This design comes from an exercise in tuning for small area and a short achievable clock period on the open sky130 flow, not from production work. No functional check of the RTL was part of any run shown here. No activity file was given, so power comes from the tool's default toggle rates.

[design/flow/config.mk]
export PLATFORM = sky130hd
export DESIGN_NAME = axis_master
export DESIGN_NICKNAME = axis_master
export VERILOG_FILES = /design/flow/design.v
export SDC_FILE = /design/flow/constraint.sdc
export NUM_CORES = 4
export LEC_CHECK = 0
export CAP_MARGIN = 20
export CORE_MARGIN = 2
export CORE_UTILIZATION = 40
export CTS_CLUSTER_DIAMETER = 100
export CTS_CLUSTER_SIZE = 20
export SETUP_SLACK_MARGIN = 3.0
export SLEW_MARGIN = 20
export SYNTH_HIERARCHICAL = 1
[design/flow/constraint.sdc]
create_clock -name core_clock -period 5.0 [get_ports {axi_aclk}]
set_input_delay 1.0000 -clock core_clock [delete_from_list [all_inputs] [get_ports {axi_aclk}]]
set_output_delay 1.0000 -clock core_clock [all_outputs]
set_load 0.01 [all_outputs]
[design/flow/design.v]
module axis_aoi222 #(parameter WIDTH = 44)(
    input logic [WIDTH - 1:0] a1, a2, b1, b2, c1, c2,
    output logic [WIDTH - 1:0] y
);
    assign y = ~((a1 & a2) | (b1 & b2) | (c1 & c2));
endmodule
module axis_payload_sel #(parameter DEPTH = 8)(
    input logic start, ready, v, x0, x1, y0, y1,
    input logic [DEPTH - 1:0] nx, nx_hold,
    output logic en_b,
    output logic [DEPTH - 1:0] sel
);
    logic g;
    assign g    = v & ~(start & (ready ? x1 : x0));
    assign en_b = v & start & (ready ? y1 : y0);
    assign sel  = {DEPTH{g}} & (ready ? nx : nx_hold);
endmodule
module axis_nand3 #(parameter WIDTH = 44)(
    input logic [WIDTH - 1:0] a, b, c,
    output logic [WIDTH - 1:0] y
);
    assign y = ~(a & b & c);
endmodule
module axis_master(
    input logic bk_start,
    input logic [31:0] bk_data,
    input logic [3:0] bk_tstrb,
    input logic [3:0] bk_tkeep,
    input logic [1:0] bk_tid,
    input logic [1:0] bk_user,
    output logic bk_nordy,
    output logic bk_done,
    input axi_aclk,
    input axi_aresetn,
    output logic axis_tvalid,
    output logic [31:0] axis_tdata,
    output logic [3:0] axis_tstrb,
    output logic [3:0] axis_tkeep,
    output logic axis_tlast,
    output logic [1:0] axis_tid,
    output logic [1:0] axis_tuser,
    input axis_tready
);
    localparam DEPTH = 8, WIDTH = 44;
    logic [WIDTH - 1:0] fifo [DEPTH - 1:0];
    logic [WIDTH - 1:0] din, o_q, o_n;
    logic [7:0] d_q, d_n, w_q, w_n, cnt_q, cnt_n, nx_q, nx_n;
    logic s_q, v_q, l_q, nordy_q, v_n;
    logic full_q, full_n, wr, rd;
    assign din = {bk_data, bk_tstrb, bk_tkeep, bk_tid, bk_user};
    assign wr   = bk_start & ~full_q;
    assign rd   = s_q & v_q & axis_tready;
    logic [7:0] w_inc;
    logic d_is0, d_is1, d_is2, d_is255, w_is0, w_is1, w_is255;
    logic gt1_inc, gt1_dec, gt1_same, v_inc, v_dec, v_same0, v_same1, v_clr;
    logic [7:0] nx_rot;
    logic [7:0] d_all1, d_all0, w_all1, d_tgl;
    logic up, dn;
    always_comb begin
        d_all1[0] = 1'b1;
        d_all0[0] = 1'b1;
        w_all1[0] = 1'b1;
        for (int i = 1; i < 8; i++) begin
            d_all1[i] = d_all1[i - 1] & d_q[i - 1];
            d_all0[i] = d_all0[i - 1] & ~d_q[i - 1];
            w_all1[i] = w_all1[i - 1] & w_q[i - 1];
        end
    end
    assign w_inc = w_q ^ w_all1;
    assign up    = wr & ~rd;
    assign dn    = rd & ~wr;
    assign d_tgl = ({8{up}} & d_all1) | ({8{dn}} & d_all0);
    assign d_is0   = (d_q == 8'd0);
    assign d_is1   = (d_q == 8'd1);
    assign d_is2   = (d_q == 8'd2);
    assign d_is255 = (d_q == 8'd255);
    assign w_is0   = (w_q == 8'd0);
    assign w_is1   = (w_q == 8'd1);
    assign w_is255 = (w_q == 8'd255);
    assign gt1_same = ~d_is0 & ~d_is1;
    assign gt1_inc  = ~d_is0 & ~d_is255;
    assign gt1_dec  = ~d_is1 & ~d_is2;
    assign v_inc    = gt1_inc | (d_is0 & w_is0 & ~v_q);    
    assign v_dec    = gt1_dec;                             
    assign v_same0  = gt1_same | (d_is1 & w_is1 & ~v_q);   
    assign v_same1  = gt1_same;                            
    assign v_clr    = ~w_is255;                            
    always_comb begin
        if (l_q) begin
            w_n = wr ? w_inc : 8'd0;
            d_n = wr ? w_inc : 8'd0;
            v_n = wr & v_clr;
        end
        else begin
            w_n = wr ? w_inc : w_q;
            d_n = d_q ^ d_tgl;
            case ({wr, rd})
                2'b10:   v_n = v_inc;
                2'b01:   v_n = v_dec;
                2'b11:   v_n = v_same1;
                default: v_n = v_same0;
            endcase
        end
    end
    always_comb begin
        if (l_q)
            full_n = wr & (w_q == 8'd7);
        else if (up)
            full_n = (d_q == 8'd7);
        else if (dn)
            full_n = (d_q == 8'd9);
        else
            full_n = full_q;
    end
    assign nx_rot = {nx_q[6:0], nx_q[7]};
    always_comb begin
        if (~v_q)      nx_n = 8'b0000_0001;
        else if (~s_q) nx_n = 8'b0000_0010;
        else if (rd)   nx_n = nx_rot;
        else           nx_n = nx_q;
    end
    logic [7:0] c_all1;
    always_comb begin
        c_all1[0] = 1'b1;
        for (int i = 1; i < 8; i++)
            c_all1[i] = c_all1[i - 1] & cnt_q[i - 1];
    end
    assign cnt_n = (s_q & ~axis_tready) ? cnt_q ^ c_all1 : 8'd0;
    logic en_b, dl0, dl1, sv;
    logic x0, x1, y0, y1;
    logic [DEPTH - 1:0] sel, nx_hold;
    logic dl0_q, dl1_q, d255_q;
    assign dl0 = dl0_q;
    assign dl1 = dl1_q;
    assign sv  = s_q & v_q;
    assign x0  = ~full_q & (d255_q | dl0);
    assign x1  = ~full_q & (sv ? dl1 : (d255_q | dl0));
    assign y0  = ~full_q & dl0 & ~d255_q;
    assign y1  = ~full_q & (sv ? dl1 : (dl0 & ~d255_q));
    assign nx_hold = s_q ? {nx_q[0], nx_q[7:1]} : nx_q;
    axis_payload_sel #(.DEPTH(DEPTH)) payload_sel(
        .start(bk_start), .ready(axis_tready), .v(v_q),
        .x0(x0), .x1(x1), .y0(y0), .y1(y1),
        .nx(nx_q), .nx_hold(nx_hold),
        .en_b(en_b), .sel(sel));
    logic [WIDTH - 1:0] grp0, grp1, grp2;
    axis_aoi222 #(.WIDTH(WIDTH)) payload_g0(
        .a1({WIDTH{sel[0]}}), .a2(fifo[0]),
        .b1({WIDTH{sel[1]}}), .b2(fifo[1]),
        .c1({WIDTH{sel[2]}}), .c2(fifo[2]),
        .y(grp0));
    axis_aoi222 #(.WIDTH(WIDTH)) payload_g1(
        .a1({WIDTH{sel[3]}}), .a2(fifo[3]),
        .b1({WIDTH{sel[4]}}), .b2(fifo[4]),
        .c1({WIDTH{sel[5]}}), .c2(fifo[5]),
        .y(grp1));
    axis_aoi222 #(.WIDTH(WIDTH)) payload_g2(
        .a1({WIDTH{sel[6]}}), .a2(fifo[6]),
        .b1({WIDTH{sel[7]}}), .b2(fifo[7]),
        .c1({WIDTH{en_b}}),   .c2(din),
        .y(grp2));
    axis_nand3 #(.WIDTH(WIDTH)) payload_or(
        .a(grp0), .b(grp1), .c(grp2),
        .y(o_n));
    always_ff @(posedge axi_aclk) begin
        for (int i = 0; i < DEPTH; i++)
            if (bk_start & ~full_q & (w_q[2:0] == i)) fifo[i] <= din;
    end
    always_ff @(posedge axi_aclk or negedge axi_aresetn) begin
        if (~axi_aresetn) begin
            d_q     <= 8'd0;
            w_q     <= 8'd0;
            cnt_q   <= 8'd0;
            nx_q    <= 8'b0000_0001;
            full_q  <= 1'b0;
            dl0_q   <= 1'b1;
            dl1_q   <= 1'b0;
            d255_q  <= 1'b0;
            s_q     <= 1'b0;
            v_q     <= 1'b0;
            l_q     <= 1'b0;
            nordy_q <= 1'b0;
            o_q     <= '0;
        end
        else begin
            d_q     <= d_n;
            w_q     <= w_n;
            cnt_q   <= cnt_n;
            nx_q    <= nx_n;
            full_q  <= full_n;
            dl0_q   <= (d_n[2:0] == 3'd0);
            dl1_q   <= (d_n[2:0] == 3'd1);
            d255_q  <= (d_n == 8'd255);
            s_q     <= v_q;
            v_q     <= v_n;
            l_q     <= v_q & ~v_n;
            nordy_q <= s_q & ~axis_tready & (cnt_q >= 8'd4) & (cnt_q != 8'd255);
            o_q     <= o_n;
        end
    end
    assign axis_tvalid = s_q;
    assign axis_tlast  = l_q;
    assign bk_done     = l_q;
    assign bk_nordy    = nordy_q;
    assign {axis_tdata, axis_tstrb, axis_tkeep, axis_tid, axis_tuser} = o_q;
endmodule
[design/flow/run.sh]
#!/bin/bash
# synth_recipe.tcl (not shown) runs the flow's synth.tcl, then flattens the netlist and writes it again
# the make line also repeats each setting of config.mk as NAME=value (left out here)
make -C /OpenROAD-flow-scripts/flow DESIGN_CONFIG=/design/flow/config.mk WORK_HOME=/design/flow/orfs CLKGATE_MAP_FILE= SYNTH_SCRIPT=/design/flow/synth_recipe.tcl finish
==> qor.csv, run 1 <==
stage,metric,value,unit
sta,Tightest Pin Transition,0.924,ns
critical_path,CP Capture Type,flip-flop,
sta,slew margin rel.,38.4,%
route,starting DRC count in detailed routing,1531,
sta,f_max,0.373,GHz
placement,placed cell count,1460,
critical_path,crit path launch type,input port,
power,static leakage,7.15,nW
sta,RSZ-0062 raised after global routing,yes,
sta,setup violators final,0,
logic_synthesis,Avg Synthesized Cell Area,18.9,um^2
sta,total negative slack,0,ns
sta,Worst Skew,0.0162,ns
route,WL final,45300,um
logic_synthesis,number of synthesized flops with an enable pin,352,
route,DR WL/cell,28.3,um
cells_and_area,nets,1130,
sta,final hold vios,0,
floorplanning,Die Span Y,203,um
worst_hold_path,HP Class,flip-flop to flip-flop,
cts,CTS buffer count,26,
floorplanning,core area,0.0388,mm^2
floorplanning,DIE AREA,0.0412,mm^2
critical_path,CP max stage delay,0.48,ns
cts,clock transition at the registers of the reported paths,0.08,ns
critical_path,WS Path Type,input port to flip-flop,
power,maximum vdd drop,304,uV
cts,clock buffer depth,3,
logic_synthesis,Most used DFF post-synth,edfxtp_1,
route,DRT antenna net count,0,
route,Post-route DRC,0,
logic_synthesis,"Seq/Total Area, Yosys",80.1,%
logic_synthesis,syn_nets,904,
placement,DP Wirelength,19500,um
cells_and_area,share of cells above drive strength 1,24.2,%
worst_hold_path,HP Start,fifo[5][29]$_DFFE_PP_,
logic_synthesis,cells after synthesis,835,
global_route,largest net degree at the start of global routing,58,
critical_path,reg2reg path depth,13,
outcome,run status,finished clean,
route,Pre-antenna DRT Iters,6,
worst_hold_path,worst hold stages,2,
floorplanning,Core Rows,72,
route,vias,9628,
global_route,Total GRT Usage,20.9,%
cells_and_area,area grow syn2layout,26.8,%
critical_path,Required @ worst endpoint,5.50,ns
floorplanning,initial core utilization,40.7,%
placement,Port Buf Inserts,95,
critical_path,R2R Path End,o_q[12]$_DFF_PN0_,
cts,H-tree levels,1,
sta,Hold Slack,0.476,ns
sta,Tmin final,2.68,ns
critical_path,Critical Path AT,3.18,ns
critical_path,cell mode on critical path,buf_12,
critical_path,worst path cell trace,buf_6 -> buf_12 -> nor2b_4 -> buf_12 -> clkinv_8 -> ha_4 -> or4b_4 -> o22ai_2 -> xnor2_1 -> o21ai_2 -> or4b_1 -> and4b_1,
cells_and_area,Non-Filler Instances,1599,
logic_synthesis,ys async rst share,19.3,%
cts,Root Driver,clkbuf_16,
critical_path,Reg2Reg Setup Slack,2.43,ns
cts,worst skew pair latency,0.57,ns
global_route,number of global-route vias before repair,9299,
global_route,initial antenna violation count,4,
floorplanning,I/O pin cnt,96,
global_route,grt total ovfl,0,
cts,CTS tree,done,
route,vias per cell,6.02,
cts,hold-fix buffers at CTS,0,
placement,GPL Wtd Cong,0.729,
logic_synthesis,Ys Warns,9,
logic_synthesis,Post-Syn Area,0.0158,mm^2
critical_path,Critical-path top delay cell,or4b_4,
sta,Final Cycle Share,53.6,%
logic_synthesis,Netlist cell types,47,
critical_path,reg2reg start,v_q$_DFF_PN0_,
floorplanning,chip width,203,um
sta,Final Max Tran Viols,0,
run,Max Cap Viol,0,
power,PwrDens,482,mW/mm^2
logic_synthesis,#FFs+latches synth,436,
cts,# clock sinks,436,
critical_path,CP Max Fanout,3,
worst_hold_path,hold path endpoint,o_q[29]$_DFF_PN0_,
global_route,first-pass GRT wire length,62800,um
==> state kept, by name (all words and copies together), names as in the netlist <==
signal / flops
d_q: 8
nordy_q: 1
dl1_q: 1
v_q: 1
o_q: 44
nx_q: 8
cnt_q: 8
full_q: 1
d255_q: 1
s_q: 1
dl0_q: 1
l_q: 1
fifo: 352
w_q: 8
==> worst max-delay path: cells and delay by family <==
kind            cells  cell delay [ns]
compound gates      2             0.31
simple gates        4             1.28
fa+ha+maj           1             0.11
xor+xnor            1             0.11
buf+inv             4             0.39
==> worst max-delay path by stage <==
| stage | depth (start not counted) | end | from | slack (ns) |
|---|---|---|---|---|
| after floorplan | 11 | d255_q$_DFF_PN0_ | bk_start | 1.97 |
| after global placement | 12 | d255_q$_DFF_PN0_ | bk_start | 1.08 |
| after detailed placement | 12 | d255_q$_DFF_PN0_ | bk_start | 1.03 |
| after CTS | 12 | d255_q$_DFF_PN0_ | bk_start | 2.32 |
| after global routing | 12 | d255_q$_DFF_PN0_ | bk_start | 2.26 |
| final | 12 | d255_q$_DFF_PN0_ | bk_start | 2.32 |
==> where the power goes <==
group,internal [mW],switching [mW]
combinational,1.18,1.49
sequential,4.55,0.282
clock,0.999,1.16
==> synth_stat cells (6+ instances only) <==
cell | count | area [um^2]
a211oi_2 | 8 | 100
a21oi_1 | 7 | 35.0
a222oi_1 | 132 | 1320
and2_1 | 10 | 62.6
and3_1 | 7 | 43.8
clkbuf_1 | 7 | 26.3
dfrtp_1 | 82 | 2050
edfxtp_1 | 352 | 10600
ha_1 | 21 | 263
inv_1 | 13 | 48.8
mux2_2 | 8 | 90.1
mux2i_1 | 20 | 200
nand2_1 | 13 | 48.8
nand3_1 | 54 | 270
nor2_1 | 23 | 86.3
nor3_1 | 6 | 30.0
o21ai_0 | 10 | 50.1
xor2_1 | 7 | 61.3
==> metal layers <==
metal / part of all wire (%) / routed length [um] / track usage [%] / up-vias
met1: 40 / 18300 / 28.4 / 4959
met2: 48 / 21700 / 33.9 / 476
met3: 8.3 / 3780 / 4.01 / 93
met5: 0.082 / 37 / 0 / -
li1: - / - / - / 4094
met4: 3.4 / 1540 / 7.33 / 6
==> cell families (layout without fill, tap and decap cells) <==
family,after synthesis,after routing,synth area share [%]
xor gates and xnor gates,10,10,0.554
DFF,436,436,80.1
muxes,29,29,1.93
and+or+nand+nor,138,145,4.63
other,0,1,0
buffers and inverters,26,264,0.712
adders and majority gates,21,21,1.66
AOI/OAI and AO/OA,175,175,10.4
==> final cells by class <==
| class | instances | area, um^2 |
|---|---|---|
| clock buffer | 43 | 714 |
| tap | 518 | 648 |
| antenna | 1 | 2.50 |
| fill | 3085 | 18800 |
| inverter | 13 | 61.3 |
| multi-input combinational | 380 | 3380 |
| clock inverter | 4 | 58.8 |
| sequential | 436 | 12700 |
| timing repair buffer | 204 | 2520 |
==> metrics by stage <==
stage	setup WS [ns]	instance area, um^2	power, mW	utilization [%]
final	2.32	20100	9.67	51.7
after global placement	1.08	17700	6.86	45.6
after detailed placement	1.03	17700	6.88	45.6
after CTS	2.32	19600	9.47	50.4
after global routing	2.26	20100	10.1	51.7
after floorplan	1.97	16000	5.93	-
==> layout by cell type (no fill, tap or decap), drive strengths merged, types with 4 or more instances in the layout <==
cell / Yosys / routed
a21oi: 7 / 7
nand4: 4 / 4
a21o: 4 / 4
buf: 6 / 153
inv: 13 / 15
clkdlybuf4s50: 0 / 44
o21ai: 11 / 11
nand2: 13 / 13
clkbuf: 7 / 49
mux2i: 20 / 20
a211oi: 8 / 8
xor2: 7 / 7
dfrtp: 82 / 82
nor2: 23 / 24
mux2: 9 / 9
nand3: 54 / 54
and3: 7 / 11
nor3: 6 / 6
a222oi: 132 / 132
nor3b: 4 / 4
edfxtp: 352 / 352
and2: 10 / 12
ha: 21 / 21
==> timing repair <==
action,CTS,global route
buffers inserted,46,13
gates cloned,23,9
resized for setup,303,53
endpoints found under the setup margin,466,218
pin swaps,91,74
==> inputs of run 2 (changes only) <==
--- a/design/flow/design.v
+++ b/design/flow/design.v
@@ -111,6 +111,29 @@
             full_n = (d_q == 8'd9);
         else
             full_n = full_q;
+    end
+    logic dl0_n, dl1_n, d255_n;
+    always_comb begin
+        if (l_q) begin
+            dl0_n  = ~wr | (w_q[2:0] == 3'd7);
+            dl1_n  = wr & (w_q[2:0] == 3'd0);
+            d255_n = wr & (w_q == 8'd254);
+        end
+        else if (up) begin
+            dl0_n  = (d_q[2:0] == 3'd7);
+            dl1_n  = dl0_q;
+            d255_n = (d_q == 8'd254);
+        end
+        else if (dn) begin
+            dl0_n  = dl1_q;
+            dl1_n  = (d_q[2:0] == 3'd2);
+            d255_n = d_is0;
+        end
+        else begin
+            dl0_n  = dl0_q;
+            dl1_n  = dl1_q;
+            d255_n = d255_q;
+        end
     end
     assign nx_rot = {nx_q[6:0], nx_q[7]};
     always_comb begin
@@ -188,9 +211,9 @@
             cnt_q   <= cnt_n;
             nx_q    <= nx_n;
             full_q  <= full_n;
-            dl0_q   <= (d_n[2:0] == 3'd0);
-            dl1_q   <= (d_n[2:0] == 3'd1);
-            d255_q  <= (d_n == 8'd255);
+            dl0_q   <= dl0_n;
+            dl1_q   <= dl1_n;
+            d255_q  <= d255_n;
             s_q     <= v_q;
             v_q     <= v_n;
             l_q     <= v_q & ~v_n;
==> run 2 against run 1 <==
Still clean on timing, DRC and antenna. Via count is 0.75% higher. Utilization is 1.1 points lower. Count of clock-buffer cells in the layout stayed put. Worst setup slack better by 0.40 ns. Non-clock buffer count is 23 lower. Sequential power hardly changed. Critical path depth stayed put. Largest cell class unchanged.
==> qor.csv, run 2 <==
stage,metric,value,unit,change
logic_synthesis,Netlist cell types,48,,+2.1%
route,WL final,43900,um,-3.2%
global_route,number of global-route vias before repair,9510,,+2.3%
route,starting DRC count in detailed routing,1606,,+4.9%
logic_synthesis,Simple-Gate Fraction of Synth Area,4.50,%,-0.12 points
logic_synthesis,Compound-Gate Fraction of Synth Area,10.8,%,+0.38 points
power,part of the power in registers,49.3,%,-0.7 points
placement,pre-CTS WS,1.33,ns,+0.299 ns
cells_and_area,max FFs per register,352,,unchanged
cells_and_area,Largest regs,"fifo (352), o_q (44)",,
critical_path,Critical-path top delay cell,dfrtp_2,,
cts,clock transition at the registers of the reported paths,0.09,ns,about the same
power,maximum vdd drop,296,uV,-2.5%
critical_path,Critical Path AT,2.78,ns,-0.40 ns
cells_and_area,"commonest non-fill, non-tap cells in the layout","352 x edfxtp_1, 132 x a222oi_1, 76 x dfrtp_1",,
floorplanning,I/O pin cnt,96,,unchanged
critical_path,CP Capture Type,flip-flop,,
floorplanning,Die Span Y,203,um,+0.22%
cts,clock buffer depth,3,,unchanged
logic_synthesis,XOR/XNOR Fraction of Synth Area,0.551,%,-0.0024 points
logic_synthesis,Ys Warns,9,,unchanged
power,P_sw,3.01,mW,+2.6%
critical_path,critical path startpoint,s_q$_DFF_PN0_,,
sta,f_max,0.439,GHz,+18%
sta,RSZ-0062 raised after global routing,yes,,
sta,setup violators final,0,,unchanged
global_route,largest net degree at the start of global routing,61,,+5.2%
logic_synthesis,Synth Area in Adders,1.65,%,-0.0073 points
cells_and_area,"commonest non-fill, non-tap cell in the layout",edfxtp_1,,
floorplanning,initial core utilization,40.3,%,-0.47 points
logic_synthesis,Post-synth top cells,"352 x edfxtp_1, 132 x a222oi_1, 82 x dfrtp_1, 56 x nand3_1, 26 x nor2_1",,
logic_synthesis,"Seq/Total Area, Yosys",79.8,%,-0.35 points
sta,slew margin rel.,38.7,%,+0.35 points
logic_synthesis,#FFs+latches synth,436,,unchanged
logic_synthesis,"area leader, netlist",edfxtp_1,,
critical_path,crit path launch type,flip-flop,,
outcome,run status,finished clean,,
logic_synthesis,post-synth top area share,66.5,%,-0.29 points
floorplanning,Core Rows,73,,+1.4%
critical_path,CP Max Fanout,6,,+3
sta,total negative slack,0,ns,unchanged
route,vias per cell,6.05,,+0.56%
power,Clk pwr share,23.4,%,+1.0 points
sta,final hold vios,0,,unchanged
logic_synthesis,most common cell in the synthesized netlist,edfxtp_1,,
placement,GPL Wtd Cong,0.815,,+12%
power,PwrDens,492,mW/mm^2,+2.0%
logic_synthesis,number of synthesized flops with an enable pin,352,,unchanged
cells_and_area,Biggest register,fifo,,
sta,Tmin final,2.28,ns,-0.400 ns
cells_and_area,area grow syn2layout,25.7,%,
critical_path,worst path cell trace,buf_6 -> buf_6 -> nand3_4 -> a21oi_2 -> mux2_4 -> buf_6 -> a211oi_4 -> buf_6 -> buf_12 -> buf_16 -> a222oi_1 -> nand3_1,,
critical_path,reg2reg path depth,12,,-1
floorplanning,chip width,203,um,+0.22%
route,DR WL/cell,27.4,um,-3.3%
floorplanning,core area,0.0395,mm^2,+1.6%
sta,Final Cycle Share,45.6,%,-8.0 points
logic_synthesis,"top cells by area, synth","edfxtp_1 67%, dfrtp_1 13%, a222oi_1 8.3%",,
global_route,grt total ovfl,0,,unchanged
cells_and_area,Fillers,3255,,+5.5%
cells_and_area,share of cells above drive strength 1,24.3,%,+0.16 points
route,vias,9700,,+0.75%
global_route,initial antenna violation count,0,,-4
critical_path,Critical Path End,o_q[25]$_DFF_PN0_,,
logic_synthesis,syn_nets,921,,+1.9%
route,DRT antenna net count,0,,unchanged
power,internal power,6.81,mW,+1.2%
power,Sw Share,30.7,%,+0.29 points
cells_and_area,n_diodes,0,,-1
critical_path,Required @ worst endpoint,5.50,ns,about the same
logic_synthesis,largest family of logic cells by synthesized area,compound AO/OA/AOI/OAI gates,,
placement,Port Buf Inserts,95,,unchanged
power,overall power,9.83,mW,+1.6%
cts,CTS tree,done,,
logic_synthesis,Avg Synthesized Cell Area,18.7,um^2,-1.6%
floorplanning,DIE AREA,0.0413,mm^2,+0.43%
logic_synthesis,Post-Syn Area,0.0159,mm^2,+0.44%
global_route,Total GRT Usage,20.4,%,-0.54 points
sta,Worst Skew,0.0209,ns,+0.00465 ns
critical_path,Reg2Reg Setup Slack,2.72,ns,+0.29 ns
route,Pre-antenna DRT Iters,9,,+3
logic_synthesis,mux share of post-synthesis cell area,1.87,%,-0.056 points
cts,Root Driver,clkbuf_16,,
critical_path,cell mode on critical path,buf_6,,
run,Max Cap Viol,0,,unchanged
sta,setup slack after layout,2.72,ns,+0.400 ns
logic_synthesis,Most used DFF post-synth,edfxtp_1,,
logic_synthesis,cells after synthesis,852,,+2.0%
critical_path,reg2reg start,s_q$_DFF_PN0_,,
critical_path,WS Path Type,flip-flop to flip-flop,,
worst_hold_path,HP Class,flip-flop to flip-flop,,
critical_path,CP max stage delay,0.42,ns,-0.06 ns
global_route,first-pass GRT wire length,62600,um,-0.38%
power,static leakage,6.98,nW,-2.4%
route,Post-route DRC,0,,unchanged
cells_and_area,nets,1126,,-0.35%
power,Gate power share,27.3,%,-0.4 points
logic_synthesis,ys async rst share,19.3,%,unchanged
cts,hold-fix buffers at CTS,0,,unchanged
placement,DP Wirelength,19000,um,-2.6%
sta,Tightest Pin Transition,0.919,ns,-0.00521 ns
cts,# clock sinks,436,,unchanged
sta,Final Max Tran Viols,0,,unchanged
cts,H-tree levels,1,,unchanged
critical_path,R2R Path End,o_q[25]$_DFF_PN0_,,
cts,worst skew pair latency,0.58,ns,about the same
cts,CTS buffer count,26,,unchanged
-- run 2: cells by family (layout without fill, tap and decap cells) --
group	after synthesis	count (layout)
adder cells (fa/ha/maj)	21	21
flip-flops	436	436
XOR/XNOR	10	10
AND/OR/NAND/NOR	141	153
buffers and inverters	30	243
AO/OA/AOI/OAI	186	186
multiplexers	28	28
-- run 2: power groups by stage --
stage	Combinational (mW)	Sequential [mW]	Clock [mW]
finish	2.68	4.85	2.30
global route	2.86	4.90	2.46
CTS	2.50	4.85	2.33
detailed placement	1.99	4.96	0
global placement	1.97	4.95	0
floorplan	1.20	4.85	0
-- run 2: how the worst min path moves through the flow --
| stage | from | to | cells past startpoint |
|---|---|---|---|
| 2_1_floorplan | cnt_q[0]$_DFF_PN0_ | cnt_q[0]$_DFF_PN0_ | 1 |
| 3_3_place_gp | cnt_q[0]$_DFF_PN0_ | cnt_q[0]$_DFF_PN0_ | 1 |
| 3_5_place_dp | cnt_q[0]$_DFF_PN0_ | cnt_q[0]$_DFF_PN0_ | 1 |
| 4_1_cts | cnt_q[0]$_DFF_PN0_ | cnt_q[0]$_DFF_PN0_ | 1 |
| 5_1_grt | fifo[5][0]$_DFFE_PP_ | o_q[0]$_DFF_PN0_ | 2 |
| 6_report | cnt_q[0]$_DFF_PN0_ | cnt_q[0]$_DFF_PN0_ | 1 |
-- run 2: area by class of cell --
type	count	area, um^2	area share (%)
Clock buffer	43	714	3.58
Clock inverter	5	110	0.551
Inverter	14	85.1	0.426
Multi-Input combinational cell	398	3630	18.2
Sequential cell	436	12700	63.5
Tap cell	525	657	3.29
Timing Repair Buffer	181	2090	10.5
-- run 2: critical path: cells and delay by family, from the launching register on --
kind	cells	cell delay [ns]
AO/OA/AOI/OAI	3	0.45
buffers and inverters	6	0.89
flip-flops	1	0.42
multiplexers	1	0.30
AND/OR/NAND/NOR	2	0.15
-- run 2: what timing repair did --
item | CTS | global route
setup buffers | 35 | 15
endpoints found under the setup margin | 466 | 231
cloned | 27 | 8
pin swaps | 62 | 74
gates resized for setup | 304 | 47
-- run 2: metal layers --
metal  part of all wire [%]  global-route usage (%)  vias to the layer above
met1                     41                    29.4                     5015
met4                    2.1                    4.82                        0
li1                       -                       -                     4123
met5                      0                       0                        -
met3                    9.2                    2.43                       57
met2                     48                    33.3                      505
-- run 2: metrics by stage --
stage               util [%]  hold WS, ns  std cells  area (um^2)
floorplan                  -        0.427        852        16200
global placement        45.0        0.447       1469        17700
detailed placement      45.0        0.462       1469        17700
CTS                     49.4        0.474       1579        19500
global route            50.6        0.510       1602        20000
finish                  50.6        0.470       1602        20000
==> inputs of run 3 (changes only) <==
--- a/design/flow/design.v
+++ b/design/flow/design.v
@@ -149,9 +149,9 @@
             c_all1[i] = c_all1[i - 1] & cnt_q[i - 1];
     end
     assign cnt_n = (s_q & ~axis_tready) ? cnt_q ^ c_all1 : 8'd0;
-    logic en_b, dl0, dl1, sv;
+    logic dl0, dl1, sv;
     logic x0, x1, y0, y1;
-    logic [DEPTH - 1:0] sel, nx_hold;
+    logic [DEPTH - 1:0] nx_hold;
     logic dl0_q, dl1_q, d255_q;
     assign dl0 = dl0_q;
     assign dl1 = dl1_q;
@@ -161,26 +161,40 @@
     assign y0  = ~full_q & dl0 & ~d255_q;
     assign y1  = ~full_q & (sv ? dl1 : (dl0 & ~d255_q));
     assign nx_hold = s_q ? {nx_q[0], nx_q[7:1]} : nx_q;
-    axis_payload_sel #(.DEPTH(DEPTH)) payload_sel(
-        .start(bk_start), .ready(axis_tready), .v(v_q),
-        .x0(x0), .x1(x1), .y0(y0), .y1(y1),
-        .nx(nx_q), .nx_hold(nx_hold),
-        .en_b(en_b), .sel(sel));
+    localparam GROUPS = 2, GW = WIDTH / GROUPS;
+    logic [GROUPS - 1:0] en_b_g;
+    logic [DEPTH - 1:0] sel_g [GROUPS];
+    logic [WIDTH - 1:0] sel_w [DEPTH];
+    logic [WIDTH - 1:0] en_b_w;
+    for (genvar k = 0; k < GROUPS; k++) begin : sel_copy
+        axis_payload_sel #(.DEPTH(DEPTH)) payload_sel(
+            .start(bk_start), .ready(axis_tready), .v(v_q),
+            .x0(x0), .x1(x1), .y0(y0), .y1(y1),
+            .nx(nx_q), .nx_hold(nx_hold),
+            .en_b(en_b_g[k]), .sel(sel_g[k]));
+    end
+    always_comb begin
+        for (int j = 0; j < WIDTH; j++) begin
+            en_b_w[j] = en_b_g[j / GW];
+            for (int i = 0; i < DEPTH; i++)
+                sel_w[i][j] = sel_g[j / GW][i];
+        end
+    end
     logic [WIDTH - 1:0] grp0, grp1, grp2;
     axis_aoi222 #(.WIDTH(WIDTH)) payload_g0(
-        .a1({WIDTH{sel[0]}}), .a2(fifo[0]),
-        .b1({WIDTH{sel[1]}}), .b2(fifo[1]),
-        .c1({WIDTH{sel[2]}}), .c2(fifo[2]),
+        .a1(sel_w[0]), .a2(fifo[0]),
+        .b1(sel_w[1]), .b2(fifo[1]),
+        .c1(sel_w[2]), .c2(fifo[2]),
         .y(grp0));
     axis_aoi222 #(.WIDTH(WIDTH)) payload_g1(
-        .a1({WIDTH{sel[3]}}), .a2(fifo[3]),
-        .b1({WIDTH{sel[4]}}), .b2(fifo[4]),
-        .c1({WIDTH{sel[5]}}), .c2(fifo[5]),
+        .a1(sel_w[3]), .a2(fifo[3]),
+        .b1(sel_w[4]), .b2(fifo[4]),
+        .c1(sel_w[5]), .c2(fifo[5]),
         .y(grp1));
     axis_aoi222 #(.WIDTH(WIDTH)) payload_g2(
-        .a1({WIDTH{sel[6]}}), .a2(fifo[6]),
-        .b1({WIDTH{sel[7]}}), .b2(fifo[7]),
-        .c1({WIDTH{en_b}}),   .c2(din),
+        .a1(sel_w[6]), .a2(fifo[6]),
+        .b1(sel_w[7]), .b2(fifo[7]),
+        .c1(en_b_w),   .c2(din),
         .y(grp2));
     axis_nand3 #(.WIDTH(WIDTH)) payload_or(
         .a(grp0), .b(grp1), .c(grp2),
==> run 3 against run 2 <==
Synthesized cell count is 2.7% higher. Fmax is 0.15% lower. Via count is 1.2% higher. Clock power is 7% lower. Critical path depth is 10 lower. First-iteration DRC count is 18% lower. Final area is 0.54% lower. Global-route usage is 1.1 points lower. Sequential share of layout area is 0.32 points higher. Sequential cell count stayed put. Utilization is 0.62 points lower. Highest routed layer is now met5.
==> qor.csv, run 3 <==
stage,metric,value,unit,change
route,Pre-antenna DRT Iters,6,,-3
sta,Final Cycle Share,45.6,%,+0.070 points
floorplanning,initial core utilization,40.6,%,+0.31 points
cells_and_area,"commonest non-fill, non-tap cell in the layout",edfxtp_1,,
cells_and_area,n_diodes,0,,unchanged
critical_path,WS Path Type,flip-flop to primary output,,
sta,Tightest Pin Transition,0.857,ns,-0.0617 ns
logic_synthesis,"Seq/Total Area, Yosys",78.6,%,-1.2 points
cts,clock buffer depth,3,,unchanged
cells_and_area,max FFs per register,352,,unchanged
cells_and_area,share of cells above drive strength 1,24.3,%,about the same
logic_synthesis,Netlist cell types,48,,unchanged
logic_synthesis,Most used DFF post-synth,edfxtp_1,,
global_route,Total GRT Usage,19.2,%,-1.1 points
logic_synthesis,post-synth top area share,65.6,%,-0.96 points
logic_synthesis,ys async rst share,19.3,%,unchanged
placement,DP Wirelength,20400,um,+7.4%
cts,CTS buffer count,26,,unchanged
outcome,run status,finished clean,,
cts,hold-fix buffers at CTS,0,,unchanged
sta,final hold vios,0,,unchanged
logic_synthesis,Avg Synthesized Cell Area,18.4,um^2,-1.2%
cts,Root Driver,clkbuf_16,,
cts,clock transition at the registers of the reported paths,0.10,ns,about the same
sta,Hold Slack,0.455,ns,-0.0152 ns
critical_path,CP Capture Type,primary output,,
cells_and_area,Largest regs,"fifo (352), o_q (44)",,
critical_path,Critical Path AT,1.28,ns,-1.50 ns
sta,total negative slack,0,ns,unchanged
run,Max Cap Viol,0,,unchanged
cts,worst skew pair latency,0.57,ns,about the same
critical_path,reg2reg path depth,9,,-3
power,maximum vdd drop,313,uV,+5.6%
cells_and_area,area grow syn2layout,23.2,%,
cells_and_area,Biggest register,fifo,,
route,DRT antenna net count,0,,unchanged
power,Gate power share,28.2,%,+0.9 points
logic_synthesis,Post-synth top cells,"352 x edfxtp_1, 132 x a222oi_1, 82 x dfrtp_1, 56 x nand3_1, 27 x nor2_1",,
worst_hold_path,HP Class,flip-flop to flip-flop,,
placement,GPL Wtd Cong,0.770,,-5.5%
cts,# clock sinks,436,,unchanged
power,Clk pwr share,22.0,%,-1.4 points
logic_synthesis,"top cells by area, synth","edfxtp_1 66%, dfrtp_1 13%, a222oi_1 8.2%",,
floorplanning,Die Span Y,205,um,+0.72%
power,PwrDens,491,mW/mm^2,-0.22%
cells_and_area,nets,1141,,+1.3%
floorplanning,chip width,205,um,+0.72%
floorplanning,core area,0.0397,mm^2,+0.69%
logic_synthesis,"area leader, netlist",edfxtp_1,,
power,internal power,6.70,mW,-1.7%
global_route,grt total ovfl,0,,unchanged
global_route,first-pass GRT wire length,59800,um,-4.4%
sta,RSZ-0062 raised after global routing,yes,,
logic_synthesis,most common cell in the synthesized netlist,edfxtp_1,,
global_route,number of global-route vias before repair,9299,,-2.2%
placement,Port Buf Inserts,95,,unchanged
cts,CTS tree,done,,
sta,Final Max Tran Viols,0,,unchanged
logic_synthesis,Ys Warns,12,,+3
cts,H-tree levels,1,,unchanged
worst_hold_path,worst hold stages,1,,unchanged
power,Sw Share,31.3,%,+0.65 points
global_route,largest net degree at the start of global routing,49,,-20%
critical_path,CP Max Fanout,4,,-2
floorplanning,I/O pin cnt,96,,unchanged
sta,Worst Skew,0.0246,ns,+0.00372 ns
sta,f_max,0.438,GHz,-0.15%
floorplanning,Core Rows,73,,unchanged
sta,Tmin final,2.28,ns,+0.00351 ns
sta,slew margin rel.,42.8,%,+4.1 points
logic_synthesis,#FFs+latches synth,436,,unchanged
cells_and_area,"commonest non-fill, non-tap cells in the layout","352 x edfxtp_1, 132 x a222oi_1, 78 x dfrtp_1",,
floorplanning,DIE AREA,0.0419,mm^2,+1.4%
logic_synthesis,syn_nets,944,,+2.5%
global_route,initial antenna violation count,1,,+1
route,vias,9814,,+1.2%
route,starting DRC count in detailed routing,1313,,-18%
critical_path,Required @ worst endpoint,4.00,ns,-1.50 ns
power,part of the power in registers,49.8,%,+0.5 points
sta,setup violators final,0,,unchanged
critical_path,crit path launch type,flip-flop,,
logic_synthesis,Post-Syn Area,0.0161,mm^2,+1.5%
route,Post-route DRC,0,,unchanged
power,P_sw,3.06,mW,+1.4%
route,vias per cell,6.08,,+0.42%
route,DR WL/cell,26.5,um,-3.1%
logic_synthesis,cells after synthesis,875,,+2.7%
logic_synthesis,number of synthesized flops with an enable pin,352,,unchanged
route,WL final,42800,um,-2.4%
power,static leakage,6.88,nW,-1.5%
## run 3: changes by cell type after synthesis
cell,before,now
mux2_4,1,2
nand2_1,17,18
buf_6,2,3
mux2i_1,17,26
a211oi_2,8,16
buf_2,6,7
nor2_1,26,27
inv_1,14,15
## run 3: final cells by class
cell class,count,area [um^2]
timing repair buffer,167,1680
multi-input combinational,425,3990
tap,525,657
inverter,15,83.8
fill,3240,19900
clock buffer,42,732
clock inverter,3,30.0
timing repair inverter,1,8.76
sequential,436,12700
## run 3: kinds of logic after synthesis
group / Yosys count / share of synthesized area [%]
adders and majority gates: 21 / 1.63
and+or+nand+nor: 143 / 4.49
AOI/OAI and AO/OA: 194 / 11.3
DFF: 436 / 78.6
muxes: 38 / 2.50
xor gates and xnor gates: 10 / 0.543
buffers and inverters: 33 / 0.985
## run 3: layer usage
layer  vias up  part of all wire [%]  GRT usage, %
li1       4196                     -             -
met1      5084                    42          28.1
met2       476                    47          30.4
met3        56                   8.9          2.75
met4         2                   2.0          4.84
met5         -                 0.026             0
## run 3: worst paths after layout
kind / from / to / slack, ns
max: s_q$_DFF_PN0_ / axis_tvalid / 2.72
min: cnt_q[0]$_DFF_PN0_ / cnt_q[0]$_DFF_PN0_ / 0.46
max reg2reg: v_q$_DFF_PN0_ / o_q[33]$_DFF_PN0_ / 2.74
min reg2reg: cnt_q[0]$_DFF_PN0_ / cnt_q[0]$_DFF_PN0_ / 0.46
max in group asynchronous: axi_aresetn / s_q$_DFF_PN0_ / 3.40
min in group asynchronous: axi_aresetn / o_q[22]$_DFF_PN0_ / 0.54
## run 3: repair_timing
| action | CTS | global route |
|---|---|---|
| gates cloned | 17 | 11 |
| endpoints found under the hold margin | 0 | 0 |
| setup buffers | 26 | 17 |
| gates resized for setup | 265 | 60 |
| endpoints found under the setup margin | 466 | 241 |
| pin swaps | 26 | 37 |
## run 3: stage by stage
stage | power (mW) | setup WS, ns | cells | instance area [um^2] | utilization, %
6_report | 9.75 | 2.72 | 1614 | 19900 | 50.0
5_1_grt | 10.2 | 2.67 | 1614 | 19900 | 50.0
4_1_cts | 9.45 | 2.76 | 1586 | 19200 | 48.3
3_5_place_dp | 7.10 | 1.61 | 1498 | 18000 | 45.4
3_3_place_gp | 7.07 | 1.63 | 1496 | 18000 | 45.3
2_1_floorplan | 6.15 | 2.52 | 875 | 16400 | -
## run 3: worst max-delay path, cell delays in order (launching register included)
cell and delay (ns):
dfrtp_2 0.48, buf_6 0.14, buf_6 0.11
## run 3: power groups by stage
stage	sequential, mW	combinational [mW]	clock [mW]
global placement	4.94	2.12	0
floorplan	4.85	1.30	0
CTS	4.84	2.42	2.19
finish	4.85	2.75	2.15
detailed placement	4.95	2.15	0
global route	4.90	2.93	2.32
==> inputs of run 4 (changes only) <==
--- a/design/flow/design.v
+++ b/design/flow/design.v
@@ -14,6 +14,17 @@
     assign g    = v & ~(start & (ready ? x1 : x0));
     assign en_b = v & start & (ready ? y1 : y0);
     assign sel  = {DEPTH{g}} & (ready ? nx : nx_hold);
+endmodule
+module axis_out_flag(
+    input logic clk,
+    input logic rst_n,
+    input logic d,
+    output logic q
+);
+    always_ff @(posedge clk or negedge rst_n) begin
+        if (~rst_n) q <= 1'b0;
+        else        q <= d;
+    end
 endmodule
 module axis_nand3 #(parameter WIDTH = 44)(
     input logic [WIDTH - 1:0] a, b, c,
@@ -235,9 +246,9 @@
             o_q     <= o_n;
         end
     end
-    assign axis_tvalid = s_q;
-    assign axis_tlast  = l_q;
-    assign bk_done     = l_q;
+    axis_out_flag tvalid_flag(.clk(axi_aclk), .rst_n(axi_aresetn), .d(v_q), .q(axis_tvalid));
+    axis_out_flag tlast_flag(.clk(axi_aclk), .rst_n(axi_aresetn), .d(v_q & ~v_n), .q(axis_tlast));
+    axis_out_flag done_flag(.clk(axi_aclk), .rst_n(axi_aresetn), .d(v_q & ~v_n), .q(bk_done));
     assign bk_nordy    = nordy_q;
     assign {axis_tdata, axis_tstrb, axis_tkeep, axis_tid, axis_tuser} = o_q;
 endmodule
--- a/design/flow/config.mk
+++ b/design/flow/config.mk
@@ -10,6 +10,6 @@
 export CORE_UTILIZATION = 40
 export CTS_CLUSTER_DIAMETER = 100
 export CTS_CLUSTER_SIZE = 20
-export SETUP_SLACK_MARGIN = 3.0
+export SETUP_SLACK_MARGIN = 2.8
 export SLEW_MARGIN = 20
 export SYNTH_HIERARCHICAL = 1
==> run 4 against run 3 <==
Still clean. Worst setup slack better by 0.064 ns. Global-route usage about the same. Final area fell by 0.13%. Clock power is essentially flat. Critical path depth increased by 9. Register-to-register slack better by 0.04 ns. Count of clock-buffer cells in the layout increased by 3. Die area increased by 0.41%. Non-clock buffer count up 3. Critical endpoint is now o_q[19]$_DFF_PN0_. Largest cell class unchanged. Highest routed layer is now met4.
==> qor.csv, run 4 <==
stage,metric,value,unit,change
route,DRT antenna net count,0,,unchanged
global_route,largest net degree at the start of global routing,49,,unchanged
cts,H-tree levels,1,,unchanged
critical_path,Required @ worst endpoint,5.43,ns,+1.43 ns
logic_synthesis,cells after synthesis,877,,+0.23%
power,internal power,6.79,mW,+1.3%
route,vias per cell,5.96,,-2.0%
floorplanning,Die Span Y,205,um,+0.21%
sta,final hold vios,0,,unchanged
cts,clock buffer depth,3,,unchanged
placement,Port Buf Inserts,95,,unchanged
logic_synthesis,Ys Warns,13,,+1
logic_synthesis,Most used DFF post-synth,edfxtp_1,,
cells_and_area,nets,1138,,-0.26%
global_route,initial antenna violation count,1,,unchanged
sta,total negative slack,0,ns,unchanged
route,Pre-antenna DRT Iters,9,,+3
cts,clock transition at the registers of the reported paths,0.09,ns,about the same
floorplanning,initial core utilization,40.7,%,+0.077 points
critical_path,CP max stage delay,0.40,ns,-0.08 ns
route,DR WL/cell,25.5,um,-3.9%
logic_synthesis,most common cell in the synthesized netlist,edfxtp_1,,
cts,worst skew pair latency,0.57,ns,about the same
placement,pre-CTS WS,1.58,ns,-0.0259 ns
cells_and_area,Largest regs,"fifo (352), o_q (44)",,
sta,Final Cycle Share,44.4,%,-1.3 points
sta,setup slack after layout,2.78,ns,+0.0637 ns
floorplanning,core area,0.0398,mm^2,+0.23%
route,starting DRC count in detailed routing,1513,,+15%
critical_path,CP Capture Type,flip-flop,,
power,part of the power in registers,49.8,%,about the same
logic_synthesis,"area leader, netlist",edfxtp_1,,
run,Max Cap Viol,0,,unchanged
global_route,first-pass GRT wire length,60400,um,+0.90%
critical_path,cell mode on critical path,buf_12,,
cts,CTS buffer count,26,,unchanged
route,vias,9622,,-2.0%
critical_path,WS Path Type,flip-flop to flip-flop,,
cells_and_area,area grow syn2layout,22.5,%,
sta,Tmin final,2.22,ns,-0.0637 ns
logic_synthesis,syn_nets,946,,+0.21%
critical_path,Critical Path AT,2.65,ns,+1.37 ns
logic_synthesis,"Seq/Total Area, Yosys",78.7,%,+0.14 points
logic_synthesis,post-synth top area share,65.3,%,-0.27 points
power,Clk pwr share,22.1,%,about the same
power,maximum vdd drop,304,uV,-2.9%
logic_synthesis,#FFs+latches synth,439,,+0.69%
logic_synthesis,number of synthesized flops with an enable pin,352,,unchanged
cells_and_area,share of cells above drive strength 1,21.1,%,-3.2 points
sta,f_max,0.451,GHz,+2.9%
cells_and_area,Biggest register,fifo,,
global_route,grt total ovfl,0,,unchanged
logic_synthesis,Netlist cell types,47,,-2.1%
cells_and_area,max FFs per register,352,,unchanged
logic_synthesis,Post-synth top cells,"352 x edfxtp_1, 132 x a222oi_1, 85 x dfrtp_1, 56 x nand3_1, 27 x nor2_1",,
floorplanning,Core Rows,73,,unchanged
cts,Root Driver,clkbuf_16,,
power,static leakage,6.89,nW,+0.20%
cts,# clock sinks,439,,+0.69%
logic_synthesis,Avg Synthesized Cell Area,18.5,um^2,+0.19%
critical_path,worst path cell trace,buf_12 -> nand2_4 -> o21ai_2 -> a21oi_2 -> buf_4 -> mux2_4 -> buf_12 -> a211oi_4 -> buf_12 -> a222oi_1 -> nand3_1,,
sta,RSZ-0062 raised after global routing,yes,,
placement,GPL Wtd Cong,0.762,,-1.1%
logic_synthesis,ys async rst share,19.8,%,+0.55 points
sta,setup violators final,0,,unchanged
route,Post-route DRC,0,,unchanged
outcome,run status,finished clean,,
floorplanning,DIE AREA,0.0421,mm^2,+0.41%
logic_synthesis,"top cells by area, synth","edfxtp_1 65%, dfrtp_1 13%, a222oi_1 8.2%",,
power,PwrDens,496,mW/mm^2,+1.1%
critical_path,Worst Path Buf+Inv,4,,+2
cts,hold-fix buffers at CTS,0,,unchanged
critical_path,crit path launch type,flip-flop,,
cells_and_area,"commonest non-fill, non-tap cells in the layout","352 x edfxtp_1, 132 x a222oi_1, 83 x dfrtp_1",,
critical_path,kind of cell adding the most delay to the critical path,compound AO/OA/AOI/OAI gates,,
floorplanning,I/O pin cnt,96,,unchanged
cts,CTS tree,done,,
power,overall power,9.85,mW,+0.95%
logic_synthesis,Post-Syn Area,0.0162,mm^2,+0.42%
route,WL final,41100,um,-3.9%
power,Sw Share,31.1,%,-0.27 points
cells_and_area,n_diodes,0,,unchanged
global_route,number of global-route vias before repair,9450,,+1.6%
critical_path,Critical-path top delay cell,dfrtp_1,,
global_route,Total GRT Usage,19.3,%,about the same
worst_hold_path,HP Class,flip-flop to flip-flop,,
critical_path,CP Max Fanout,6,,+2
sta,Tightest Pin Transition,0.880,ns,+0.0222 ns
floorplanning,chip width,205,um,+0.21%
sta,Worst Skew,0.0216,ns,-0.00296 ns
placement,DP Wirelength,19800,um,-3.0%
cells_and_area,Fillers,3317,,+2.4%
sta,Final Max Tran Viols,0,,unchanged
power,Gate power share,28.1,%,about the same
power,P_sw,3.06,mW,about the same
sta,slew margin rel.,41.4,%,-1.5 points
cells_and_area,"commonest non-fill, non-tap cell in the layout",edfxtp_1,,
## run 4: final timing paths
check	cells after the start	to	start	slack (ns)
min reg2reg	1	cnt_q[0]$_DFF_PN0_	cnt_q[0]$_DFF_PN0_	0.47
max reg2reg	11	o_q[19]$_DFF_PN0_	v_q$_DFF_PN0_	2.78
max in group asynchronous	2	s_q$_DFF_PN0_	axi_aresetn	3.38
min	1	cnt_q[0]$_DFF_PN0_	cnt_q[0]$_DFF_PN0_	0.47
max	11	o_q[19]$_DFF_PN0_	v_q$_DFF_PN0_	2.78
min in group asynchronous	1	o_q[23]$_DFF_PN0_	axi_aresetn	0.51
## run 4: what timing repair did
action                     CTS  global route
setup endpoints to repair  459           172
resized for setup          209            38
pin swaps                   40            43
cloned                      16             3
buffers inserted            36            13
## run 4: power groups by stage
stage | registers (mW) | clock network [mW] | logic (mW)
2_1_floorplan | 4.89 | 0 | 1.28
3_3_place_gp | 4.98 | 0 | 2.09
3_5_place_dp | 4.99 | 0 | 2.12
4_1_cts | 4.90 | 2.22 | 2.63
5_1_grt | 4.95 | 2.34 | 2.96
6_report | 4.90 | 2.18 | 2.77
## run 4: area by class of cell
cell class | count | area [um^2] | area share (%)
Sequential cell | 439 | 12800 | 64.3
Multi-Input combinational cell | 417 | 3810 | 19.2
Timing Repair Buffer | 170 | 1770 | 8.93
Clock buffer | 45 | 743 | 3.75
Tap cell | 525 | 657 | 3.31
Inverter | 15 | 78.8 | 0.397
Clock inverter | 3 | 26.3 | 0.132
## run 4: logic make-up after synthesis
logic type / count (synthesis) / synth area share [%]
AOI/OAI and AO/OA: 194 / 11.2
xor gates and xnor gates: 10 / 0.541
DFF: 439 / 78.7
adders and majority gates: 21 / 1.62
muxes: 38 / 2.49
and+or+nand+nor: 143 / 4.47
buffers and inverters: 32 / 0.935
## run 4: routing by layer
layer	wire length (um)	up-vias	GRT usage, %
li1	-	4174	-
met2	19000	387	30.2
met4	1030	0	5.22
met5	0	-	0
met3	2990	65	2.49
met1	18200	4996	28.5
## run 4: Yosys stat by module (local to each module, per instance), excerpt
module         times used  cells
axis_out_flag           3      1
axis_master             1    652
## run 4: worst reg2reg max path, delay by kind of cell, from the launching register on
family / cells / cell delay [ns]
buf+inv: 4 / 0.58
flops: 1 / 0.40
simple gates: 2 / 0.19
compound gates: 4 / 0.71
mux: 1 / 0.20
## run 4: per-stage QoR
| stage | hold slack (ns) | std cells | utilization (%) | instance area [um^2] |
|---|---|---|---|---|
| 2_1_floorplan | 0.427 | 877 | - | 16500 |
| 4_1_cts | 0.475 | 1598 | 49.2 | 19600 |
| 3_3_place_gp | 0.453 | 1493 | 45.3 | 18000 |
| 6_report | 0.468 | 1614 | 49.8 | 19800 |
| 5_1_grt | 0.501 | 1614 | 49.8 | 19800 |
| 3_5_place_dp | 0.456 | 1498 | 45.4 | 18100 |
==> inputs of run 5 (changes only) <==
--- a/design/flow/config.mk
+++ b/design/flow/config.mk
@@ -10,6 +10,6 @@
 export CORE_UTILIZATION = 40
 export CTS_CLUSTER_DIAMETER = 100
 export CTS_CLUSTER_SIZE = 20
-export SETUP_SLACK_MARGIN = 2.8
+export SETUP_SLACK_MARGIN = 3.0
 export SLEW_MARGIN = 20
 export SYNTH_HIERARCHICAL = 1
==> run 5 against run 4 <==
Still clean on timing, DRC and antenna. Sequential cell count stayed put. Combinational power is 3% lower. Fmax is 0.49% higher. Register-to-register slack hardly changed. Critical path depth is 4 lower. Hold slack better by 0.016 ns. Highest routed layer is now met5.
==> qor.csv, run 5 <==
stage,metric,value,unit,change
route,WL final,42500,um,+3.4%
cts,CTS tree,done,,
cells_and_area,"commonest non-fill, non-tap cell in the layout",edfxtp_1,,
sta,total negative slack,0,ns,unchanged
logic_synthesis,ys async rst share,19.8,%,unchanged
floorplanning,core area,0.0398,mm^2,unchanged
cts,clock transition at the registers of the reported paths,0.09,ns,about the same
cells_and_area,area grow syn2layout,23.7,%,
logic_synthesis,syn_nets,946,,unchanged
global_route,Total GRT Usage,19.1,%,-0.20 points
logic_synthesis,Netlist cell types,47,,unchanged
sta,Worst Skew,0.0180,ns,-0.00368 ns
cts,CTS buffer count,26,,unchanged
global_route,largest net degree at the start of global routing,59,,+20%
logic_synthesis,Post-synth top cells,"352 x edfxtp_1, 132 x a222oi_1, 85 x dfrtp_1, 56 x nand3_1, 27 x nor2_1",,
critical_path,CP Max Fanout,8,,+2
sta,Final Cycle Share,44.1,%,-0.21 points
route,DR WL/cell,26.2,um,+2.9%
power,static leakage,6.95,nW,+0.78%
logic_synthesis,most common cell in the synthesized netlist,edfxtp_1,,
cts,# clock sinks,439,,unchanged
logic_synthesis,"Seq/Total Area, Yosys",78.7,%,unchanged
critical_path,CP Capture Type,flip-flop,,
route,vias,9671,,+0.51%
critical_path,Critical Path AT,2.61,ns,-0.04 ns
cells_and_area,share of cells above drive strength 1,25.3,%,+4.1 points
sta,setup violators final,0,,unchanged
critical_path,crit path launch type,flip-flop,,
critical_path,WS Path Type,flip-flop to flip-flop,,
logic_synthesis,number of synthesized flops with an enable pin,352,,unchanged
sta,Tmin final,2.21,ns,-0.0107 ns
cts,H-tree levels,1,,unchanged
global_route,grt total ovfl,0,,unchanged
floorplanning,DIE AREA,0.0421,mm^2,unchanged
power,overall power,9.79,mW,-0.60%
sta,f_max,0.453,GHz,+0.49%
placement,DP Wirelength,20100,um,+1.7%
outcome,run status,finished clean,,
route,Post-route DRC,0,,unchanged
cells_and_area,Biggest register,fifo,,
cts,worst skew pair latency,0.56,ns,about the same
sta,Final Max Tran Viols,0,,unchanged
critical_path,CP max stage delay,0.57,ns,+0.17 ns
sta,setup slack after layout,2.79,ns,+0.0107 ns
cells_and_area,post-layout util,50.3,%,+0.47 points
placement,placed cell area,0.0181,mm^2,about the same
logic_synthesis,"area leader, netlist",edfxtp_1,,
logic_synthesis,Post-Syn Area,0.0162,mm^2,unchanged
cells_and_area,n_diodes,0,,unchanged
critical_path,Required @ worst endpoint,5.41,ns,-0.02 ns
worst_hold_path,HP Class,flip-flop to flip-flop,,
floorplanning,Core Rows,73,,unchanged
run,Max Cap Viol,0,,unchanged
floorplanning,I/O pin cnt,96,,unchanged
logic_synthesis,Avg Synthesized Cell Area,18.5,um^2,unchanged
critical_path,Critical-path top delay cell,dfstp_2,,
logic_synthesis,Ys Warns,13,,unchanged
cells_and_area,design area,0.0200,mm^2,+0.95%
cts,clock buffer depth,3,,unchanged
cts,Root Driver,clkbuf_16,,
global_route,first-pass GRT wire length,60300,um,-0.20%
logic_synthesis,cells after synthesis,877,,unchanged
placement,Port Buf Inserts,95,,unchanged
sta,final hold vios,0,,unchanged
route,Pre-antenna DRT Iters,7,,-2
logic_synthesis,post-synth top area share,65.3,%,unchanged
floorplanning,chip width,205,um,unchanged
global_route,initial antenna violation count,2,,+1
sta,slew margin rel.,33.9,%,-7.4 points
cts,hold-fix buffers at CTS,0,,unchanged
cells_and_area,nets,1146,,+0.70%
cells_and_area,max FFs per register,352,,unchanged
logic_synthesis,#FFs+latches synth,439,,unchanged
critical_path,worst path cell trace,o21ai_2 -> a21oi_2 -> mux2_4 -> a211oi_4 -> buf_6 -> a222oi_1 -> nand3_1,,
logic_synthesis,Most used DFF post-synth,edfxtp_1,,
floorplanning,initial core utilization,40.7,%,unchanged
sta,RSZ-0062 raised after global routing,yes,,
cells_and_area,Fillers,3335,,+0.54%
route,DRT antenna net count,0,,unchanged
power,maximum vdd drop,260,uV,-14%
route,starting DRC count in detailed routing,1280,,-15%
cells_and_area,"commonest non-fill, non-tap cells in the layout","352 x edfxtp_1, 132 x a222oi_1, 81 x dfrtp_1",,
logic_synthesis,"top cells by area, synth","edfxtp_1 65%, dfrtp_1 13%, a222oi_1 8.2%",,
floorplanning,Die Span Y,205,um,unchanged
placement,pre-CTS WS,1.58,ns,-0.00400 ns
power,PwrDens,489,mW/mm^2,-1.5%
sta,Tightest Pin Transition,0.991,ns,+0.112 ns
cells_and_area,Largest regs,"fifo (352), o_q (44)",,
route,vias per cell,5.96,,about the same
global_route,number of global-route vias before repair,9466,,+0.17%
placement,GPL Wtd Cong,0.775,,+1.8%
[run 5: cell counts after synthesis]
Identical to the previous run, type by type.
[run 5: per-layer routing]
metal | GRT usage, % | wire length [um]
met5 | 0 | 23
met4 | 3.85 | 719
met3 | 2.98 | 3200
met2 | 30.8 | 20400
met1 | 27.5 | 18200
[run 5: layout make-up]
class / count / area, um^2 / area share [%]
Clock inverter: 3 / 26.3 / 0.131
Timing Repair Buffer: 173 / 1800 / 8.96
Sequential cell: 439 / 12800 / 63.7
Inverter: 15 / 87.6 / 0.437
Timing Repair inverter: 1 / 8.76 / 0.0437
Tap cell: 525 / 657 / 3.28
Clock buffer: 45 / 743 / 3.71
Multi-Input combinational cell: 421 / 3960 / 19.8
[run 5: worst max-delay path: cells and delay by family, from the launching register on]
| kind | cells | cell delay, ns |
|---|---|---|
| and+or+nand+nor | 1 | 0.17 |
| muxes | 1 | 0.34 |
| buffers and inverters | 1 | 0.17 |
| DFF | 1 | 0.57 |
| AOI/OAI and AO/OA | 4 | 0.79 |
[run 5: per-stage QoR]
stage	instances	hold WS, ns
floorplan	877	0.427
global placement	1500	0.446
detailed placement	1500	0.473
CTS	1594	0.484
global route	1622	0.513
finish	1622	0.483
[run 5: modules after synthesis (local to each module, per instance), a selection]
module	copies in the design	flops+latches
axis_master	1	436
axis_out_flag	3	1
[run 5: cell families after synthesis]
group                      Yosys count  share of synthesized area (%)
and+or+nand+nor                    143                           4.47
AOI/OAI and AO/OA                  194                           11.2
xor gates and xnor gates            10                          0.541
adders and majority gates           21                           1.62
buffers and inverters               32                          0.935
muxes                               38                           2.49
DFF                                439                           78.7
[run 5: what timing repair did]
action,in CTS,in global routing
setup buffers,29,18
setup endpoints to repair,468,221
cloned,17,10
gates resized for setup,301,39
endpoints found under the hold margin,0,0
pin swaps,78,62
[run 5: where the power goes]
part           total [mW]  leakage (nW)  switching [mW]  internal (mW)
logic                2.68          2.24            1.55           1.12
registers            4.93          4.33           0.344           4.59
clock network        2.18         0.367            1.16           1.02
total                9.79          6.95            3.06           6.73
[run 5: worst paths after layout]
check | slack, ns | cells past startpoint | startpoint | end
worst max-delay path | 2.79 | 7 | dl0_q$_DFFE_PN1P_ | o_q[42]$_DFF_PN0_
worst min-delay path | 0.48 | 2 | fifo[5][5]$_DFFE_PP_ | o_q[5]$_DFF_PN0_
worst max register to register | 2.79 | 7 | dl0_q$_DFFE_PN1P_ | o_q[42]$_DFF_PN0_
worst min register to register | 0.48 | 2 | fifo[5][5]$_DFFE_PP_ | o_q[5]$_DFF_PN0_
max in group asynchronous | 3.35 | 2 | axi_aresetn | nx_q[0]$_DFFE_PN1P_
min in group asynchronous | 0.55 | 1 | axi_aresetn | o_q[22]$_DFF_PN0_
==> inputs of run 6 (changes only) <==
--- a/design/flow/config.mk
+++ b/design/flow/config.mk
@@ -8,8 +8,8 @@
 export CAP_MARGIN = 20
 export CORE_MARGIN = 2
 export CORE_UTILIZATION = 40
-export CTS_CLUSTER_DIAMETER = 100
-export CTS_CLUSTER_SIZE = 20
+export CTS_CLUSTER_DIAMETER = 120
+export CTS_CLUSTER_SIZE = 25
 export SETUP_SLACK_MARGIN = 3.0
 export SLEW_MARGIN = 20
 export SYNTH_HIERARCHICAL = 1
==> run 6 against run 5 <==
Still clean. Utilization down 0.37 points. Sequential power about the same. Clock skew down 0.0035 ns. Count of clock-buffer cells in the layout down 10. Register-to-register slack worse by 0.03 ns. Global-route usage up 0.48 points. Worst setup slack worse by 0.029 ns. Critical path depth up 2. Final cell count down 0.37%. Synthesized area unchanged. Sequential share of layout area up 0.48 points. Non-clock buffer count up 6. Critical endpoint is now o_q[27]$_DFF_PN0_. Largest power group unchanged.
==> qor.csv, run 6 <==
stage,metric,value,unit,change
sta,Final Max Tran Viols,0,,unchanged
logic_synthesis,most common cell in the synthesized netlist,edfxtp_1,,
sta,Tightest Pin Transition,1.02,ns,+0.0256 ns
global_route,met2 GRT Util,31.0,%,+0.16 points
route,WL final,42000,um,-1.2%
cells_and_area,"commonest non-fill, non-tap cell in the layout",edfxtp_1,,
cells_and_area,design area,0.0199,mm^2,-0.74%
placement,placed cell area,0.0181,mm^2,unchanged
floorplanning,I/O pin cnt,96,,unchanged
cells_and_area,Largest regs,"fifo (352), o_q (44)",,
logic_synthesis,ys async rst share,19.8,%,unchanged
global_route,global routing usage on met1,29.2,%,+1.7 points
sta,Hold Slack,0.480,ns,-0.00355 ns
critical_path,crit path launch type,flip-flop,,
cts,# clock sinks,439,,unchanged
cells_and_area,max FFs per register,352,,unchanged
cells_and_area,Reg area,0.0128,mm^2,about the same
floorplanning,core area,0.0398,mm^2,unchanged
global_route,first-pass GRT wire length,61200,um,+1.6%
logic_synthesis,Most used DFF post-synth,edfxtp_1,,
sta,Tmin final,2.24,ns,+0.0291 ns
cts,worst skew pair latency,0.54,ns,-0.02 ns
global_route,largest net degree at the start of global routing,59,,unchanged
critical_path,CP Capture Type,flip-flop,,
cells_and_area,Biggest register,fifo,,
logic_synthesis,#FFs+latches synth,439,,unchanged
logic_synthesis,Post-synth top cells,"352 x edfxtp_1, 132 x a222oi_1, 85 x dfrtp_1, 56 x nand3_1, 27 x nor2_1",,
route,vias per cell,5.93,,-0.51%
cts,clock transition at the registers of the reported paths,0.11,ns,+0.02 ns
global_route,number of global-route vias before repair,9391,,-0.79%
cells_and_area,post-layout util,49.9,%,-0.37 points
logic_synthesis,"top cells by area, synth","edfxtp_1 65%, dfrtp_1 13%, a222oi_1 8.2%",,
sta,slew margin rel.,32.2,%,-1.7 points
route,DR WL/cell,26.0,um,-0.80%
floorplanning,DIE AREA,0.0421,mm^2,unchanged
cells_and_area,Fillers,3347,,+0.36%
floorplanning,chip width,205,um,unchanged
critical_path,Critical Path AT,2.64,ns,+0.03 ns
logic_synthesis,Post-Syn Area,0.0162,mm^2,unchanged
outcome,run status,finished clean,,
floorplanning,Core Rows,73,,unchanged
logic_synthesis,"area leader, netlist",edfxtp_1,,
cts,clock buffer depth,3,,unchanged
cells_and_area,share of cells above drive strength 1,24.8,%,-0.48 points
sta,Worst Skew,0.0144,ns,-0.00354 ns
power,PwrDens,472,mW/mm^2,-3.5%
cts,CTS buffer count,21,,-19%
route,starting DRC count in detailed routing,1333,,+4.1%
sta,final hold vios,0,,unchanged
logic_synthesis,Netlist cell types,47,,unchanged
cts,hold-fix buffers at CTS,0,,unchanged
sta,setup violators final,0,,unchanged
logic_synthesis,syn_nets,946,,unchanged
placement,pre-CTS WS,1.58,ns,unchanged
global_route,grt total ovfl,0,,unchanged
route,DRT antenna net count,0,,unchanged
power,maximum vdd drop,214,uV,-18%
run,Max Cap Viol,0,,unchanged
critical_path,CP Max Fanout,6,,-2
critical_path,Required @ worst endpoint,5.40,ns,about the same
route,vias,9586,,-0.88%
global_route,M3 GR Usage,2.25,%,-0.73 points
placement,Port Buf Inserts,95,,unchanged
power,static leakage,6.88,nW,-0.94%
global_route,initial antenna violation count,3,,+1
logic_synthesis,number of synthesized flops with an enable pin,352,,unchanged
floorplanning,initial core utilization,40.7,%,unchanged
logic_synthesis,post-synth top area share,65.3,%,unchanged
route,Post-route DRC,0,,unchanged
logic_synthesis,cells after synthesis,877,,unchanged
route,Pre-antenna DRT Iters,9,,+2
cells_and_area,area grow syn2layout,22.8,%,
sta,Final Cycle Share,44.7,%,+0.58 points
logic_synthesis,Ys Warns,13,,unchanged
placement,DP Wirelength,20100,um,unchanged
critical_path,WS Path Type,flip-flop to flip-flop,,
cts,Root Driver,clkbuf_16,,
cells_and_area,area of the multi-input gates,0.00395,mm^2,about the same
sta,RSZ-0062 raised after global routing,yes,,
worst_hold_path,HP Class,flip-flop to flip-flop,,
logic_synthesis,Avg Synthesized Cell Area,18.5,um^2,unchanged
sta,setup slack after layout,2.76,ns,-0.0291 ns
placement,GPL Wtd Cong,0.775,,unchanged
logic_synthesis,"Seq/Total Area, Yosys",78.7,%,unchanged
cells_and_area,"commonest non-fill, non-tap cells in the layout","352 x edfxtp_1, 132 x a222oi_1, 80 x dfrtp_1",,
cells_and_area,nets,1145,,-0.087%
floorplanning,Die Span Y,205,um,unchanged
cts,CTS tree,done,,
sta,total negative slack,0,ns,unchanged
sta,f_max,0.447,GHz,-1.3%
global_route,Total GRT Usage,19.5,%,+0.48 points
cts,H-tree levels,1,,unchanged
global_route,grt peak-use layer,met2,,
## run 6: cell counts after synthesis
Identical to the previous run, type by type.
## run 6: area by class of cell
type | count | area share, %
repair inverters | 1 | 0.0441
diodes | 1 | 0.0126
inverters | 15 | 0.441
flip-flops and latches | 439 | 64.2
multi-input cells | 419 | 19.9
clock inverters | 2 | 0.0692
clock buffers | 35 | 2.91
repair buffers | 179 | 9.18
well taps | 525 | 3.30
## run 6: layer usage
metal / part of all wire (%) / wire (um)
met3: 7.2 / 3020
met1: 44 / 18300
met5: 0.055 / 23
met4: 1.8 / 740
met2: 47 / 20000
## run 6: stage by stage
step                      power [mW]  instances
after CTS                       9.25       1582
final                           9.38       1616
after floorplan                 6.19        877
after detailed placement        7.14       1500
after global routing            9.79       1616
after global placement          7.10       1500
## run 6: cells by family after synthesis
group,share of synthesized area (%)
flops,78.7
compound gates,11.2
simple gates,4.47
mux,2.49
buf+inv,0.935
fa+ha+maj,1.62
xor+xnor,0.541
## run 6: what timing repair did
action                     CTS  global route
buffers inserted            27            28
setup endpoints to repair  468           182
pin swaps                   50            50
resized for setup          292            38
cloned                      18             5
## run 6: critical path, cell delays in order, from the launching register on
cell and delay [ns]:
dfstp_2 0.59, o21ai_4 0.07, a21oi_4 0.17, mux2_4 0.24, buf_6 0.12, a211oi_4 0.09, buf_4 0.16, buf_12 0.13
a222oi_1 0.40, nand3_1 0.12
## run 6: report_power, final
| part | internal (mW) | total, mW | switching [mW] |
|---|---|---|---|
| clock network | 0.805 | 1.89 | 1.09 |
| registers | 4.59 | 4.93 | 0.345 |
| logic | 1.04 | 2.55 | 1.51 |
## run 6: final timing paths
check	from	endpoint	slack, ns	cells after the start
setup / recovery	dl0_q$_DFFE_PN1P_	o_q[27]$_DFF_PN0_	2.76	9
hold / removal	cnt_q[0]$_DFF_PN0_	cnt_q[0]$_DFF_PN0_	0.48	1
setup reg to reg	dl0_q$_DFFE_PN1P_	o_q[27]$_DFF_PN0_	2.76	9
hold reg to reg	cnt_q[0]$_DFF_PN0_	cnt_q[0]$_DFF_PN0_	0.48	1
max in group asynchronous	axi_aresetn	nx_q[0]$_DFFE_PN1P_	3.32	2
min in group asynchronous	axi_aresetn	o_q[22]$_DFF_PN0_	0.57	1
## run 6: Yosys stat by module (local to each module, per instance), a selection
module	times used	cells
axis_master	1	652
axis_out_flag	3	1

[separate check: timing with driven ports]
Ports are ideal in the flow. The routed layouts listed here were re-timed in OpenROAD.
Step 1: set_driving_cell puts a clkbuf_16 on axi_aclk and a buf_2 on each other input, an assumption about the parent block.
Step 2 also shifts input and output timing later by t, the mid clock arrival at the registers, as if the neighbouring blocks saw the same clock.
a / b / c = ideal / step 1 / step 2; a / b = the first two.
run	t (ns)	slack for setup (ns)
run 1	0.619	2.322 / 2.342 / 1.723
run 2	0.621	2.722 / 2.707 / 2.237
run 3	0.609	2.718 / 2.669 / 2.172
run 4	0.606	2.782 / 2.769 / 2.223
run 5	0.597	2.793 / 2.793 / 2.196
run 6	0.583	2.764 / 2.764 / 2.210
After both steps every run listed still meets setup and hold.
